What follows belongs to an exercise in optimizing a design on an open flow for small area and a short achievable clock period; a production flow would make more cautious choices.
Only simulation tests tie the RTL to the original design; equivalence was not proved.
No activity file was given, so power comes from the tool's default toggle rates.

== quartz ==
// SCPU
module SCPU(
    input         clk,
    input         rst,
    input  [31:0] inst,
    input  [31:0] data_in,   
    output [31:0] addr_out,  
    output [31:0] data_out,  
    output [31:0] pc_out,    
    output        mem_write,
    output [31:0] out,
    output [6:0]  exmem_opcode,
    input         cache_resp_stall
    );
For scale: ~5200 cells after synthesis.
clock: 10.0 ns
lec_check: 0
cap_margin: 20
core_margin: 2
core_utilization: 50
slew_margin: 20
synth_hierarchical: 1
synth_minimum_keep_size: 0
standard.sh (not shown) runs the stock make flow with config.mk's settings and CLKGATE_MAP_FILE= SYNTH_SCRIPT=/design/flow/synth_recipe.tcl, a recipe that flattens the netlist after the stock synthesis.
==> flow/flow/run.sh <==
#!/bin/bash
# Standard layout, with a tighter setup target for timing repair, and larger
# sink clusters and no dummy loads in clock tree synthesis. Each tool's
# output goes to a log here.
set -euo pipefail
export SETUP_SLACK_MARGIN=5.5
export CTS_ARGS="-sink_clustering_enable -repair_clock_nets -dont_use_dummy_load -sink_clustering_size 24 -sink_clustering_max_diameter 120"
bash standard.sh > standard_flow.log 2>&1
Input-level comparison between ember and quartz:
-- flow/flow/run.sh --
<<< quartz, line 6
export SETUP_SLACK_MARGIN=5.5
>>> ember, line 6
export SETUP_SLACK_MARGIN=6.5
[summary]
- | shortest period the worst path allows | lower: ember |
- Changes observed in ember relative to quartz: global-route wire length before repair increased by 3.0% relative to the old numbers; clock skew after layout increased by 8.0 ps relative to the old numbers; register fraction of the total cell area decreased by 3.2 points relative to the old numbers; register-to-register slack increased by 580 ps relative to the old numbers.
Input-level comparison between nickel and ember:
# ember
export LEC_CHECK = 0
export CAP_MARGIN = 20
export CORE_MARGIN = 2
export CORE_UTILIZATION = 50
export SLEW_MARGIN = 20
export SYNTH_HIERARCHICAL = 1
export SYNTH_MINIMUM_KEEP_SIZE = 0
create_clock -name core_clock -period 10.0 [get_ports {clk}]
# nickel
export LEC_CHECK = 0
export CAP_MARGIN = 20
export CORE_MARGIN = 2
export CORE_UTILIZATION = 56
export SLEW_MARGIN = 20
export SYNTH_HIERARCHICAL = 1
export SYNTH_MINIMUM_KEEP_SIZE = 0
create_clock -name core_clock -period 10.0 [get_ports {clk}]
==> flow/flow/run.sh <==
#!/bin/bash
# Standard layout, with a tighter setup target for timing repair, plain
# buffers on the ports, and sink clusters of up to 24 flip-flops and no dummy
# loads in clock tree synthesis. Each tool's output goes to a log here.
set -euo pipefail
export SETUP_SLACK_MARGIN=6.25
export BUFFER_PORTS_ARGS="-buffer_cell sky130_fd_sc_hd__buf_2"
export CTS_ARGS="-sink_clustering_enable -repair_clock_nets -dont_use_dummy_load -sink_clustering_size 24 -sink_clustering_max_diameter 120"
bash standard.sh > standard_flow.log 2>&1
==> comparison <==
Against ember as the reference, nickel delivers a lower vertical die dimension.
There was hardly any difference in final cycle utilization of the critical path between nickel and ember.
Compared nickel against ember; clock transition at the registers of the reported paths within noise.
Compared with ember, in nickel share of the final layout cell area in multi-input gates picked up an extra 0.28 points, power lost 5.4%.
Sequential share of layout area on nickel is up relative to ember.
Combinational power share down 4.4 points in nickel wrt ember
Here is what was changed in the inputs of cedar compared with nickel.
# nickel
export LEC_CHECK = 0
export CAP_MARGIN = 20
export CORE_MARGIN = 2
export CORE_UTILIZATION = 56
export SLEW_MARGIN = 20
export SYNTH_HIERARCHICAL = 1
export SYNTH_MINIMUM_KEEP_SIZE = 0
create_clock -name core_clock -period 10.0 [get_ports {clk}]
# cedar
export LEC_CHECK = 0
export CAP_MARGIN = 20
export CORE_MARGIN = 2
export CORE_UTILIZATION = 50
export SLEW_MARGIN = 20
export SYNTH_HIERARCHICAL = 1
export SYNTH_MINIMUM_KEEP_SIZE = 0
create_clock -name core_clock -period 10.0 [get_ports {clk}]
-- flow/flow/run.sh --
<<< nickel, line 6
export SETUP_SLACK_MARGIN=6.25
>>> cedar, line 6
export SETUP_SLACK_MARGIN=6.0
--- outcome ---
- cedar against nickel: final worst-path cycle share picked up an extra 1.8 points; maximum fanout encountered on the critical timing path picked up an extra 9; well-tap cell count picked up an extra 240; combinational share of power lost 0.6 points; total via count in the routed design lost 2.3%.
- nickel ended up with e_aR as its origin of the worst setup path; cedar ended up with if_inst[16].
Modified inputs, yarrow compared to cedar
==> flow/flow/run.sh <==
#!/bin/bash
# Standard layout, with a tighter setup target for timing repair and no
# dummy loads in clock tree synthesis. Each tool's output goes to a log here.
set -euo pipefail
export SETUP_SLACK_MARGIN=6.5
export CTS_ARGS="-sink_clustering_enable -repair_clock_nets -dont_use_dummy_load"
bash standard.sh > standard_flow.log 2>&1
Findings:
Maximum frequency went up by a few percent going from cedar to yarrow. Summary — first-pass GRT wire length, yarrow relative to cedar: higher, by 4.0%. Compared with cedar, yarrow shows final cell count without fillers higher by 357.
Modified inputs, fjord compared to yarrow
==> flow/flow/run.sh <==
#!/bin/bash
# Standard layout, with a tighter setup target for timing repair, plain
# buffers on the ports, and sink clusters of up to 24 flip-flops and no dummy
# loads in clock tree synthesis. Each tool's output goes to a log here.
set -euo pipefail
export SETUP_SLACK_MARGIN=6.4
export BUFFER_PORTS_ARGS="-buffer_cell sky130_fd_sc_hd__buf_2"
export CTS_ARGS="-sink_clustering_enable -repair_clock_nets -dont_use_dummy_load -sink_clustering_size 24 -sink_clustering_max_diameter 120"
bash standard.sh > standard_flow.log 2>&1
Notes after the runs:
fjord vs yarrow: via total after detailed routing down slightly
Count of non-CTS buffers in the layout | fjord below yarrow
In fjord, the clock latency of the later-clocked register in the worst-skew pair came out 70 ps below the value in yarrow.
NOTE power yarrow->fjord decreased by more than 10%

* * *

SCPU, a different RTL version from the one above (not shown whole).
For scale: about 5100 cells after synthesis, ~200 I/O pins, about 71000 um^2 of cells after synthesis.
Settings: LEC_CHECK=0, CAP_MARGIN=20, CORE_MARGIN=2, CORE_UTILIZATION=56, SLEW_MARGIN=20, SYNTH_HIERARCHICAL=1, SYNTH_MINIMUM_KEEP_SIZE=0; clock period 10.0 ns.
==> flow/flow/run.sh <==
#!/bin/bash
# Standard layout, with a tighter setup target for timing repair, plain
# buffers on the ports, and sink clusters of up to 24 flip-flops and no dummy
# loads in clock tree synthesis. Each tool's output goes to a log here.
set -euo pipefail
export SETUP_SLACK_MARGIN=6.4
export BUFFER_PORTS_ARGS="-buffer_cell sky130_fd_sc_hd__buf_2"
export CTS_ARGS="-sink_clustering_enable -repair_clock_nets -dont_use_dummy_load -sink_clustering_size 24 -sink_clustering_max_diameter 120"
bash standard.sh > standard_flow.log 2>&1
The baseline passed the timing, design-rule and antenna checks.
Then changed:
--- a/flow/flow/run.sh
+++ b/flow/flow/run.sh
@@ -6 +6 @@
-export SETUP_SLACK_MARGIN=6.4
+export SETUP_SLACK_MARGIN=6.25
What happened: Total power shrinks by 1.9%; via count is lower by 0.59%; design area shrinks by 2.0%; worst hold slack barely changes; routed wire length goes down by 0.75%; non-clock buffer count fell by 97; count of clock-buffer cells in the layout does not change; sequential power is about the same; sequential share of layout area grows by 1.1 points; area after synthesis is unchanged; final cell count went down by 1.3%.
Then changed:
- PLACE_DENSITY: not set -> 0.72
Result:
- first-iteration DRC count climbs by about 4.5%
- total power climbs by about 1.1%
- area after synthesis does not change
- combinational power climbs by about 3%
- sequential share of layout area drops by 0.45 points
- core utilization climbs by 0.51 points
- global-route usage climbs by 0.21 points
- cell area climbs by 0.81%
- via count climbs by 1.0%
Then changed:
- CAP_MARGIN: 20 -> 10
- PLACE_DENSITY: 0.72 -> not set
- SLEW_MARGIN: 20 -> 10
What happened: Total power decreases slightly. Clock skew hardly moves. Synthesized area does not change. Fmax decreases slightly. Sequential share of layout area increases by 0.23 points. Non-clock buffer count increases by 16. Global-route usage decreases by 0.28 points.
Then changed:
- CAP_MARGIN: 10 -> 20
- GPL_TIMING_DRIVEN: not set -> 0
- SLEW_MARGIN: 10 -> 20
The new run completed without violations.
Final area rises by a few percent.
Cell count rises by a few percent.
Wire length rises by a little under a tenth.
Global-route usage rises by 4.2 points.
Area after synthesis does not change.

* * *

RTL: one of the versions met above, not the one the previous note started from.
Size: ~5200 cells after synthesis, roughly 200 I/O pins, about 71000 um^2 of cells after synthesis.
Settings: LEC_CHECK=0, CAP_MARGIN=20, CORE_MARGIN=2, CORE_UTILIZATION=50, SLEW_MARGIN=20, SYNTH_HIERARCHICAL=1, SYNTH_MINIMUM_KEEP_SIZE=0; clock period 10.0 ns.
==> flow/flow/run.sh <==
#!/bin/bash
# Standard layout, with a tighter setup target for timing repair, and larger
# sink clusters and no dummy loads in clock tree synthesis. Each tool's
# output goes to a log here.
set -euo pipefail
export SETUP_SLACK_MARGIN=6.25
export CTS_ARGS="-sink_clustering_enable -repair_clock_nets -dont_use_dummy_load -sink_clustering_size 24 -sink_clustering_max_diameter 120"
bash standard.sh > standard_flow.log 2>&1
The starting point completed with no timing, DRC or antenna violations.
Then changed:
==> flow/flow/run.sh (replaced) <==
#!/bin/bash
# Standard layout, with a tighter setup target for timing repair, plain
# buffers on the ports, and sink clusters of up to 24 flip-flops and no dummy
# loads in clock tree synthesis. Each tool's output goes to a log here.
set -euo pipefail
export SETUP_SLACK_MARGIN=6.25
export BUFFER_PORTS_ARGS="-buffer_cell sky130_fd_sc_hd__buf_2"
export CTS_ARGS="-sink_clustering_enable -repair_clock_nets -dont_use_dummy_load -sink_clustering_size 24 -sink_clustering_max_diameter 120"
bash standard.sh > standard_flow.log 2>&1
Area after synthesis does not change.
Wire length shrinks slightly.
Clock power is about the same.
Worst setup slack gets better by 0.044 ns.
Global-route usage decreases by 0.38 points.
Synthesized cell count is unchanged.
Cell area drops slightly.
Cell count is about the same.
Combinational power is lower by a few percent.
Count of clock-buffer cells in the layout rises by 1.
Then changed:
==> flow/flow/run.sh (replaced) <==
#!/bin/bash
# Standard layout, with a tighter setup target for timing repair, and larger
# sink clusters and no dummy loads in clock tree synthesis. Each tool's
# output goes to a log here.
set -euo pipefail
export SETUP_SLACK_MARGIN=6.0
export CTS_ARGS="-sink_clustering_enable -repair_clock_nets -dont_use_dummy_load -sink_clustering_size 24 -sink_clustering_max_diameter 120"
bash standard.sh > standard_flow.log 2>&1
=> The changed run completed with no timing, DRC or antenna violations. Non-clock buffer count fell by 96. Synthesized area does not change. Power fell by 0.87%. Worst setup slack loses 0.25 ns. Design area fell by 0.66%. Routed wire length barely changes.

port drivers added, routing unchanged:
The results above use ideal ports. As a check the final layouts listed here were re-extracted and re-timed, cells and wires unchanged.
Step 1 sets driving cells, clkbuf_16 on the clock port and buf_2 on the other inputs (assumed; they add their load-dependent delay and slew).
Step 2 also shifts input and output timing later by t, the mid clock arrival at the registers, as if the neighbouring blocks saw the same clock.
Three values: ideal, step 1, step 2; two values: the first two.
run	shift t [ns]	setup WS [ns]	hold WS [ns]	latest minus earliest clock arrival (ns)
quartz	0.768	5.567 / 5.567 / 5.252	0.361 / 0.361 / 0.361	0.059 / 0.059
ember	0.772	6.142 / 6.142 / 5.769	0.365 / 0.365 / 0.365	0.066 / 0.066
nickel	0.751	6.145 / 6.145 / 5.615	0.388 / 0.388 / 0.388	0.056 / 0.056
cedar	0.785	5.963 / 5.963 / 5.231	0.372 / 0.372 / 0.372	0.115 / 0.115
yarrow	0.857	6.140 / 6.140 / 5.748	0.389 / 0.389 / 0.389	0.107 / 0.107
fjord	0.785	6.232 / 6.232 / 5.616	0.374 / 0.374 / 0.374	0.110 / 0.110
the first run of note 2	0.768	6.202 / 6.202 / 5.687	0.412 / 0.412 / 0.412	0.058 / 0.059
the second run of note 2	0.770	6.183 / 6.183 / 5.618	0.409 / 0.409 / 0.409	0.066 / 0.065
the third run of note 2	0.759	6.103 / 6.103 / 5.514	0.397 / 0.397 / 0.397	0.082 / 0.082
the fourth run of note 2	0.752	6.089 / 6.089 / 5.614	0.400 / 0.400 / 0.400	0.078 / 0.077
the fifth run of note 2	0.758	6.012 / 6.012 / 5.544	0.372 / 0.372 / 0.372	0.056 / 0.056
the first run of note 3	0.773	6.146 / 6.146 / 5.542	0.364 / 0.364 / 0.364	0.063 / 0.064
the second run of note 3	0.788	6.191 / 6.191 / 5.462	0.374 / 0.374 / 0.374	0.113 / 0.112
the third run of note 3	0.763	5.941 / 5.941 / 5.467	0.363 / 0.363 / 0.363	0.062 / 0.062
After both steps every run listed still meets setup and hold. The setup slack of cedar, which loses most, moves by 0.000 ns with the drivers and by -0.732 ns with both steps.
